What follows belongs to an exercise in optimizing a design on an open flow for small area, a short achievable clock period and few clock cycles; a production flow would make more cautious choices. In this exercise RTL edits were held to simulation tests only and were not proved equivalent to the original.

==> wip/willow <==
==> flow/design.v <==
localparam SCR1_IALU_CMD_ALL_NUM_E    = 23;
localparam SCR1_IALU_CMD_WIDTH_E      = $clog2(SCR1_IALU_CMD_ALL_NUM_E);
typedef enum logic [SCR1_IALU_CMD_WIDTH_E-1:0] {
    SCR1_IALU_CMD_NONE  = '0,    
    SCR1_IALU_CMD_AND,           
    SCR1_IALU_CMD_OR,            
    SCR1_IALU_CMD_XOR,           
    SCR1_IALU_CMD_ADD,           
    SCR1_IALU_CMD_SUB,           
    SCR1_IALU_CMD_SUB_LT,        
    SCR1_IALU_CMD_SUB_LTU,       
    SCR1_IALU_CMD_SUB_EQ,        
    SCR1_IALU_CMD_SUB_NE,        
    SCR1_IALU_CMD_SUB_GE,        
    SCR1_IALU_CMD_SUB_GEU,       
    SCR1_IALU_CMD_SLL,           
    SCR1_IALU_CMD_SRL,           
    SCR1_IALU_CMD_SRA,           
    SCR1_IALU_CMD_MUL,           
    SCR1_IALU_CMD_MULHU,         
    SCR1_IALU_CMD_MULHSU,        
    SCR1_IALU_CMD_MULH,          
    SCR1_IALU_CMD_DIV,           
    SCR1_IALU_CMD_DIVU,          
    SCR1_IALU_CMD_REM,           
    SCR1_IALU_CMD_REMU           
} type_scr1_ialu_cmd_sel_e;
module scr1_pipe_ialu (
    input   logic                           clk,
    input   logic                           rst_n,
    input   logic                           exu2ialu_rvm_cmd_vd_i,
    output  logic                           ialu2exu_rvm_res_rdy_o,
    input   logic [32-1:0]          exu2ialu_main_op1_i,
    input   logic [32-1:0]          exu2ialu_main_op2_i,
    input   logic [SCR1_IALU_CMD_WIDTH_E-1:0] exu2ialu_cmd_i,
    output  logic [32-1:0]          ialu2exu_main_res_o,
    output  logic                           ialu2exu_cmp_res_o,
    input   logic [32-1:0]          exu2ialu_addr_op1_i,
    input   logic [32-1:0]          exu2ialu_addr_op2_i,
    output  logic [32-1:0]          ialu2exu_addr_res_o
);
logic [31:0] op1, op2;
logic [4:0]  cmd;
assign op1 = exu2ialu_main_op1_i;
assign op2 = exu2ialu_main_op2_i;
assign cmd = exu2ialu_cmd_i;
assign ialu2exu_addr_res_o = exu2ialu_addr_op1_i + exu2ialu_addr_op2_i;
logic        sum_sub;
logic [32:0] sum_res;
logic        ltu, lt, eq;
assign sum_sub = cmd[3] | cmd[1] | cmd[0];
assign sum_res = {1'b0, op1} + {1'b0, op2 ^ {32{sum_sub}}} + {32'd0, sum_sub};
assign ltu     = ~sum_res[32];
assign lt      = ltu ^ op1[31] ^ op2[31];
assign eq      = (op1 == op2);
logic        shft_left;
logic [31:0] shft_in, shft_out, shft_rev;
assign shft_left = ~cmd[1] & ~cmd[0];    
always_comb begin
    for (int i = 0; i < 32; i++) begin
        shft_rev[i] = op1[31-i];
    end
end
assign shft_in  = shft_left ? shft_rev : op1;
assign shft_out = 32'($signed({(cmd == SCR1_IALU_CMD_SRA) & op1[31], shft_in}) >>> op2[4:0]);
logic [31:0] shl_res, shr_res;
always_comb begin
    for (int i = 0; i < 32; i++) begin
        shl_res[i] = shft_out[31-i];
    end
end
assign shr_res = shft_out;
logic cmd_mul, cmd_div, div_rem, div_sgn;
assign cmd_mul = (cmd == SCR1_IALU_CMD_MUL)  | (cmd == SCR1_IALU_CMD_MULHU)
               | (cmd == SCR1_IALU_CMD_MULHSU) | (cmd == SCR1_IALU_CMD_MULH);
assign cmd_div = (cmd == SCR1_IALU_CMD_DIV)  | (cmd == SCR1_IALU_CMD_DIVU)
               | (cmd == SCR1_IALU_CMD_REM)  | (cmd == SCR1_IALU_CMD_REMU);
assign div_rem = (cmd == SCR1_IALU_CMD_REM)  | (cmd == SCR1_IALU_CMD_REMU);
assign div_sgn = (cmd == SCR1_IALU_CMD_DIV)  | (cmd == SCR1_IALU_CMD_REM);
logic st_m1, st_m2, st_it, st_fix;
logic st_idle;
assign st_idle = ~(st_m1 | st_m2 | st_it | st_fix);
logic [33:0] x_ff;
logic [32:0] y_ff;
logic [32:0] z_ff;
logic        pl17_ff;
logic [4:0]  cnt_ff;
logic        fix_ff;              
logic        mul_a_sgn, mul_b_sgn;
logic [18:0] mul_y;               
logic [32:0] mul_mc;
logic [50:0] mul_p;
logic [31:0] mul_res;
assign mul_a_sgn = ((cmd == SCR1_IALU_CMD_MULH) | (cmd == SCR1_IALU_CMD_MULHSU)) & op1[31];
assign mul_b_sgn = (cmd == SCR1_IALU_CMD_MULH) & op2[31];
assign mul_y  = st_m2 ? {{3{y_ff[32]}}, y_ff[32:17]} : {y_ff[17:0], 1'b0};
assign mul_mc = st_m2 ? z_ff : 33'd0;
always_comb begin
    logic [34:0] a1, a2, pp;
    logic        b0, b1, b2, neg, one, two;
    logic [50:0] acc;
    a1  = {{2{x_ff[32]}}, x_ff[32:0]};
    a2  = {x_ff[32], x_ff[32:0], 1'b0};
    acc = 51'(-(51'd1 << 32));
    for (int i = 0; i < 9; i++) begin
        acc = acc - (51'd1 << (34 + 2*i));
    end
    acc = acc + {18'd0, ~mul_mc[32], mul_mc[31:0]};
    for (int i = 0; i < 9; i++) begin
        b0  = mul_y[2*i];
        b1  = mul_y[2*i+1];
        b2  = mul_y[2*i+2];
        neg = b2 & ~(b1 & b0);
        one = b1 ^ b0;
        two = (b2 & ~b1 & ~b0) | (~b2 & b1 & b0);
        pp  = ({35{one}} & a1) | ({35{two}} & a2);
        pp  = pp ^ {35{neg}};
        acc = acc + ({16'd0, ~pp[34], pp[33:0]} << (2*i)) + ({50'd0, neg} << (2*i));
    end
    mul_p = acc;
end
assign mul_res = (cmd == SCR1_IALU_CMD_MUL) ? {mul_p[13:0], pl17_ff, y_ff[16:0]} : mul_p[45:14];
logic        a_neg, b_neg;
logic [31:0] a_abs, b_abs;
logic [31:0] a_x, b_x;
logic [5:0]  a_lz, b_lz;
logic        b_zero;
logic        div_triv;
logic [5:0]  div_sh;
logic [33:0] div_d0;
assign a_neg  = div_sgn & op1[31];
assign b_neg  = div_sgn & op2[31];
assign a_abs  = a_neg ? -op1 : op1;
assign b_abs  = b_neg ? -op2 : op2;
assign a_x    = op1 ^ {32{a_neg}};
assign b_x    = op2 ^ {32{b_neg}};
always_comb begin
    a_lz = 6'd32;
    b_lz = 6'd32;
    for (int i = 0; i < 32; i++) begin
        if (a_x[i]) a_lz = 6'd31 - 6'(i);
        if (b_x[i]) b_lz = 6'd31 - 6'(i);
    end
end
assign b_zero = (op2 == 32'd0);
assign div_triv = b_zero | (a_lz > (b_lz + {5'd0, a_neg}));
assign div_sh   = (b_lz - a_lz + {5'd0, a_neg}) | 6'd1;
assign div_d0   = {2'b00, b_abs} << div_sh;
logic [34:0] div_t1, div_t2;
logic        div_q1, div_q2;
logic [31:0] div_r1, div_r2;
logic [31:0] div_qn;
logic        div_last;
logic [31:0] div_res_it;
logic [31:0] div_res_fix;
logic [31:0] div_res_triv;
assign div_t1 = {3'b000, z_ff[31:0]} - {1'b0, x_ff};
assign div_q1 = ~div_t1[34];
assign div_r1 = div_q1 ? div_t1[31:0] : z_ff[31:0];
assign div_t2 = {3'b000, div_r1} - {2'b00, x_ff[33:1]};
assign div_q2 = ~div_t2[34];
assign div_r2 = div_q2 ? div_t2[31:0] : div_r1;
assign div_qn = {y_ff[29:0], div_q1, div_q2};
assign div_last     = (cnt_ff == 5'd0);
assign div_res_it   = div_rem ? div_r2 : div_qn;
assign div_res_fix  = -(div_rem ? z_ff[31:0] : y_ff[31:0]);
assign div_res_triv = div_rem ? op1 : {32{b_zero}};
always_ff @(posedge clk) begin
    if (st_idle) begin
        x_ff   <= cmd_div ? div_d0 : {1'b0, mul_a_sgn, op1};
        y_ff   <= cmd_div ? 33'd0  : {mul_b_sgn, op2};
        z_ff   <= {1'b0, a_abs};
        cnt_ff <= 5'(div_sh >> 1);
        fix_ff <= div_rem ? a_neg : (a_neg ^ b_neg);
    end else if (st_m1) begin
        y_ff[16:0] <= mul_p[16:0];
        pl17_ff    <= mul_p[17];
        z_ff       <= mul_p[50:18];
    end else if (st_it) begin
        x_ff   <= {2'b00, x_ff[33:2]};
        y_ff   <= {1'b0, div_qn};
        z_ff   <= {1'b0, div_r2};
        cnt_ff <= cnt_ff - 5'd1;
    end
end
always_ff @(posedge clk, negedge rst_n) begin
    if (~rst_n) begin
        st_m1  <= 1'b0;
        st_m2  <= 1'b0;
        st_it  <= 1'b0;
        st_fix <= 1'b0;
    end else begin
        st_m1  <= exu2ialu_rvm_cmd_vd_i & st_idle & cmd_mul;
        st_m2  <= exu2ialu_rvm_cmd_vd_i & st_m1;
        st_it  <= exu2ialu_rvm_cmd_vd_i & ((st_idle & cmd_div & ~div_triv) | (st_it & ~div_last));
        st_fix <= exu2ialu_rvm_cmd_vd_i & st_it & div_last & fix_ff;
    end
end
always_comb begin
    ialu2exu_main_res_o    = '0;
    ialu2exu_cmp_res_o     = 1'b0;
    ialu2exu_rvm_res_rdy_o = 1'b1;
    case (cmd)
        SCR1_IALU_CMD_AND : ialu2exu_main_res_o = op1 & op2;
        SCR1_IALU_CMD_OR  : ialu2exu_main_res_o = op1 | op2;
        SCR1_IALU_CMD_XOR : ialu2exu_main_res_o = op1 ^ op2;
        SCR1_IALU_CMD_ADD,
        SCR1_IALU_CMD_SUB : ialu2exu_main_res_o = sum_res[31:0];
        SCR1_IALU_CMD_SUB_LT : begin
            ialu2exu_main_res_o = {31'd0, lt};
            ialu2exu_cmp_res_o  = lt;
        end
        SCR1_IALU_CMD_SUB_LTU : begin
            ialu2exu_main_res_o = {31'd0, ltu};
            ialu2exu_cmp_res_o  = ltu;
        end
        SCR1_IALU_CMD_SUB_EQ : begin
            ialu2exu_main_res_o = {31'd0, eq};
            ialu2exu_cmp_res_o  = eq;
        end
        SCR1_IALU_CMD_SUB_NE : begin
            ialu2exu_main_res_o = {31'd0, ~eq};
            ialu2exu_cmp_res_o  = ~eq;
        end
        SCR1_IALU_CMD_SUB_GE : begin
            ialu2exu_main_res_o = {31'd0, ~lt};
            ialu2exu_cmp_res_o  = ~lt;
        end
        SCR1_IALU_CMD_SUB_GEU : begin
            ialu2exu_main_res_o = {31'd0, ~ltu};
            ialu2exu_cmp_res_o  = ~ltu;
        end
        SCR1_IALU_CMD_SLL : ialu2exu_main_res_o = shl_res;
        SCR1_IALU_CMD_SRL,
        SCR1_IALU_CMD_SRA : ialu2exu_main_res_o = shr_res;
        SCR1_IALU_CMD_MUL,
        SCR1_IALU_CMD_MULHU,
        SCR1_IALU_CMD_MULHSU,
        SCR1_IALU_CMD_MULH : begin
            ialu2exu_main_res_o    = mul_res;
            ialu2exu_rvm_res_rdy_o = st_m2;
        end
        SCR1_IALU_CMD_DIV,
        SCR1_IALU_CMD_DIVU,
        SCR1_IALU_CMD_REM,
        SCR1_IALU_CMD_REMU : begin
            if (st_fix) begin
                ialu2exu_main_res_o    = div_res_fix;
            end else if (st_it) begin
                ialu2exu_main_res_o    = div_res_it;
                ialu2exu_rvm_res_rdy_o = div_last & ~fix_ff;
            end else begin
                ialu2exu_main_res_o    = div_res_triv;
                ialu2exu_rvm_res_rdy_o = div_triv;
            end
        end
        default : begin end
    endcase
end
endmodule
==> flow/run.sh <==
#!/bin/bash
# synth_recipe.tcl (not shown) runs the flow's synth.tcl, then flattens the netlist and writes it again
# the make line also repeats each setting of config.mk as NAME=value (left out here)
make -C /OpenROAD-flow-scripts/flow DESIGN_CONFIG=/design/flow/config.mk WORK_HOME=/design/flow/orfs CLKGATE_MAP_FILE= SYNTH_SCRIPT=/design/flow/synth_recipe.tcl finish
==> flow/config.mk <==
export PLATFORM = sky130hd
export DESIGN_NAME = scr1_pipe_ialu
export DESIGN_NICKNAME = scr1_pipe_ialu
export VERILOG_FILES = /design/flow/design.v
export SDC_FILE = /design/flow/constraint.sdc
export NUM_CORES = 4
export LEC_CHECK = 0
export CAP_MARGIN = 20
export CORE_MARGIN = 2
export CORE_UTILIZATION = 40
export SETUP_SLACK_MARGIN = 5
export SLEW_MARGIN = 20
==> flow/constraint.sdc <==
create_clock -name core_clock -period 17.0 [get_ports {clk}]
set_input_delay 3.4000 -clock core_clock [delete_from_list [all_inputs] [get_ports {clk}]]
set_output_delay 3.4000 -clock core_clock [all_outputs]
set_load 0.01 [all_outputs]
==> wip/raven: changes against wip/willow <==
--- a/flow/design.v
+++ b/flow/design.v
@@ -50,3 +50,3 @@
 logic        ltu, lt, eq;
-assign sum_sub = cmd[3] | cmd[1] | cmd[0];
+assign sum_sub = (cmd != SCR1_IALU_CMD_ADD);
 assign sum_res = {1'b0, op1} + {1'b0, op2 ^ {32{sum_sub}}} + {32'd0, sum_sub};
@@ -55,19 +55,5 @@
 assign eq      = (op1 == op2);
-logic        shft_left;
-logic [31:0] shft_in, shft_out, shft_rev;
-assign shft_left = ~cmd[1] & ~cmd[0];    
-always_comb begin
-    for (int i = 0; i < 32; i++) begin
-        shft_rev[i] = op1[31-i];
-    end
-end
-assign shft_in  = shft_left ? shft_rev : op1;
-assign shft_out = 32'($signed({(cmd == SCR1_IALU_CMD_SRA) & op1[31], shft_in}) >>> op2[4:0]);
 logic [31:0] shl_res, shr_res;
-always_comb begin
-    for (int i = 0; i < 32; i++) begin
-        shl_res[i] = shft_out[31-i];
-    end
-end
-assign shr_res = shft_out;
+assign shl_res = op1 << op2[4:0];
+assign shr_res = 32'($signed({(cmd == SCR1_IALU_CMD_SRA) & op1[31], op1}) >>> op2[4:0]);
 logic cmd_mul, cmd_div, div_rem, div_sgn;
--- a/flow/config.mk
+++ b/flow/config.mk
@@ -10,3 +10,2 @@
 export CORE_UTILIZATION = 40
-export SETUP_SLACK_MARGIN = 5
 export SLEW_MARGIN = 20
==> wip/garnet: changes against wip/willow <==
--- a/flow/design.v
+++ b/flow/design.v
@@ -83,6 +83,6 @@
 logic [33:0] x_ff;
-logic [32:0] y_ff;
+logic [36:0] y_ff;
 logic [32:0] z_ff;
-logic        pl17_ff;
 logic [4:0]  cnt_ff;
+logic        mul1_ff;             
 logic        fix_ff;              
@@ -93,6 +93,16 @@
 logic [31:0] mul_res;
-assign mul_a_sgn = ((cmd == SCR1_IALU_CMD_MULH) | (cmd == SCR1_IALU_CMD_MULHSU)) & op1[31];
-assign mul_b_sgn = (cmd == SCR1_IALU_CMD_MULH) & op2[31];
-assign mul_y  = st_m2 ? {{3{y_ff[32]}}, y_ff[32:17]} : {y_ff[17:0], 1'b0};
-assign mul_mc = st_m2 ? z_ff : 33'd0;
+assign mul_a_sgn = ((cmd == SCR1_IALU_CMD_MUL) | (cmd == SCR1_IALU_CMD_MULH)
+                 |  (cmd == SCR1_IALU_CMD_MULHSU)) & op1[31];
+assign mul_b_sgn = ((cmd == SCR1_IALU_CMD_MUL) | (cmd == SCR1_IALU_CMD_MULH)) & op2[31];
+logic [32:0] mul_a33, mul_b33, mul_xs, mul_ys;
+logic        mul_a_small, mul_b_small, mul_swap;
+assign mul_a33     = {mul_a_sgn, op1};
+assign mul_b33     = {mul_b_sgn, op2};
+assign mul_a_small = (mul_a33[32:17] == '0) | (mul_a33[32:17] == '1);
+assign mul_b_small = (mul_b33[32:17] == '0) | (mul_b33[32:17] == '1);
+assign mul_swap    = ~mul_b_small & mul_a_small;
+assign mul_xs      = mul_swap ? mul_b33 : mul_a33;    
+assign mul_ys      = mul_swap ? mul_a33 : mul_b33;    
+assign mul_y  = y_ff[18:0];
+assign mul_mc = z_ff;
 always_comb begin
@@ -121,3 +131,9 @@
 end
-assign mul_res = (cmd == SCR1_IALU_CMD_MUL) ? {mul_p[13:0], pl17_ff, y_ff[16:0]} : mul_p[45:14];
+always_comb begin
+    if (st_m2) begin
+        mul_res = (cmd == SCR1_IALU_CMD_MUL) ? {mul_p[13:0], y_ff[36:19]} : mul_p[45:14];
+    end else begin
+        mul_res = (cmd == SCR1_IALU_CMD_MUL) ? mul_p[31:0] : {{13{mul_p[50]}}, mul_p[50:32]};
+    end
+end
 logic        a_neg, b_neg;
@@ -165,3 +181,3 @@
 assign div_res_it   = div_rem ? div_r2 : div_qn;
-assign div_res_fix  = -(div_rem ? z_ff[31:0] : y_ff[31:0]);
+assign div_res_fix  = div_t1[31:0];
 assign div_res_triv = div_rem ? op1 : {32{b_zero}};
@@ -169,5 +185,6 @@
     if (st_idle) begin
-        x_ff   <= cmd_div ? div_d0 : {1'b0, mul_a_sgn, op1};
-        y_ff   <= cmd_div ? 33'd0  : {mul_b_sgn, op2};
-        z_ff   <= {1'b0, a_abs};
+        x_ff   <= cmd_div ? div_d0 : {1'b0, mul_xs};
+        y_ff   <= cmd_div ? 37'd0  : {3'd0, mul_ys, 1'b0};
+        mul1_ff <= mul_a_small | mul_b_small;
+        z_ff   <= cmd_div ? {1'b0, a_abs} : 33'd0;
         cnt_ff <= 5'(div_sh >> 1);
@@ -175,9 +192,13 @@
     end else if (st_m1) begin
-        y_ff[16:0] <= mul_p[16:0];
-        pl17_ff    <= mul_p[17];
+        y_ff       <= {mul_p[17:0], {3{y_ff[33]}}, y_ff[33:18]};
         z_ff       <= mul_p[50:18];
     end else if (st_it) begin
-        x_ff   <= {2'b00, x_ff[33:2]};
-        y_ff   <= {1'b0, div_qn};
-        z_ff   <= {1'b0, div_r2};
+        if (div_last & fix_ff) begin
+            x_ff <= {2'b00, div_res_it};
+            z_ff <= 33'd0;
+        end else begin
+            x_ff <= {2'b00, x_ff[33:2]};
+            z_ff <= {1'b0, div_r2};
+        end
+        y_ff   <= {5'd0, div_qn};
         cnt_ff <= cnt_ff - 5'd1;
@@ -193,3 +214,3 @@
         st_m1  <= exu2ialu_rvm_cmd_vd_i & st_idle & cmd_mul;
-        st_m2  <= exu2ialu_rvm_cmd_vd_i & st_m1;
+        st_m2  <= exu2ialu_rvm_cmd_vd_i & st_m1 & ~mul1_ff;
         st_it  <= exu2ialu_rvm_cmd_vd_i & ((st_idle & cmd_div & ~div_triv) | (st_it & ~div_last));
@@ -240,3 +261,3 @@
             ialu2exu_main_res_o    = mul_res;
-            ialu2exu_rvm_res_rdy_o = st_m2;
+            ialu2exu_rvm_res_rdy_o = st_m2 | (st_m1 & mul1_ff);
         end
--- a/flow/config.mk
+++ b/flow/config.mk
@@ -7,2 +7,3 @@
 export LEC_CHECK = 0
+export ABC_AREA = 1
 export CAP_MARGIN = 20
==> run notes <==
Seq. cell area=3430 µm²; outcome=no timing/DRC/antenna violations; syn avg cell area=6.76 µm²; GR met3 Demand/Resource=0.100; Distinct cells, synth=74; die area=100,000 µm²; CTS HTree Levels=4
Source of the figures above: wip/garnet

==> run notes <==
outcome=no timing/DRC/antenna violations; CTS HTree Levels=3; Distinct cells, synth=91; syn avg cell area=7.68 µm²; die area=104,000 µm²; Seq. cell area=3310 µm²
Source of the figures above: wip/raven

==> run notes <==
outcome=no timing/DRC/antenna violations; die area=102,000 µm²; GR met3 Demand/Resource=0.111; syn avg cell area=7.78 µm²; Distinct cells, synth=103
Source of the figures above: wip/willow

Testbench counts of wip/willow, summed over its fixed seeds: cycles 22,713.
Testbench counts of wip/raven, summed over its fixed seeds: cycles 22,713.
Testbench counts of wip/garnet, summed over its fixed seeds: cycles 20,636.

## static timing again, ports no longer ideal
No port has a modelled driver above. Below, the same layouts with a new extraction and two added sets of constraints. Step 1 (the two cells are an assumption about what drives the block):
set clk [get_ports {clk}]
set_driving_cell -lib_cell sky130_fd_sc_hd__clkbuf_16 $clk
set_driving_cell -lib_cell sky130_fd_sc_hd__buf_2 [delete_from_list [all_inputs] $clk]
Step 2, shift: input delay + t, output delay - t, t = (earliest + latest rising clock arrival at the registers) / 2. This alone moves slack from input paths to output paths. Three values: ideal ports, drivers, drivers and shift; two values: the first two.
| run | t (ns) | slack for setup (ns) | slew at the worst register clock pin (ns) | pins driven straight from the clock port |
|---|---|---|---|---|
| wip/willow | 0.483 | 5.058 / 4.994 / 5.045 | 0.11 / 0.11 | 1 |
| wip/raven | 0.441 | 2.450 / 2.395 / 2.395 | 0.09 / 0.09 | 1 |
| wip/garnet | 0.518 | 5.072 / 5.007 / 5.062 | 0.07 / 0.07 | 1 |
After both steps every run listed still meets setup and hold. For wip/raven, which loses most, drivers alone change the setup slack by -0.055 ns; drivers and shift together by -0.055 ns.
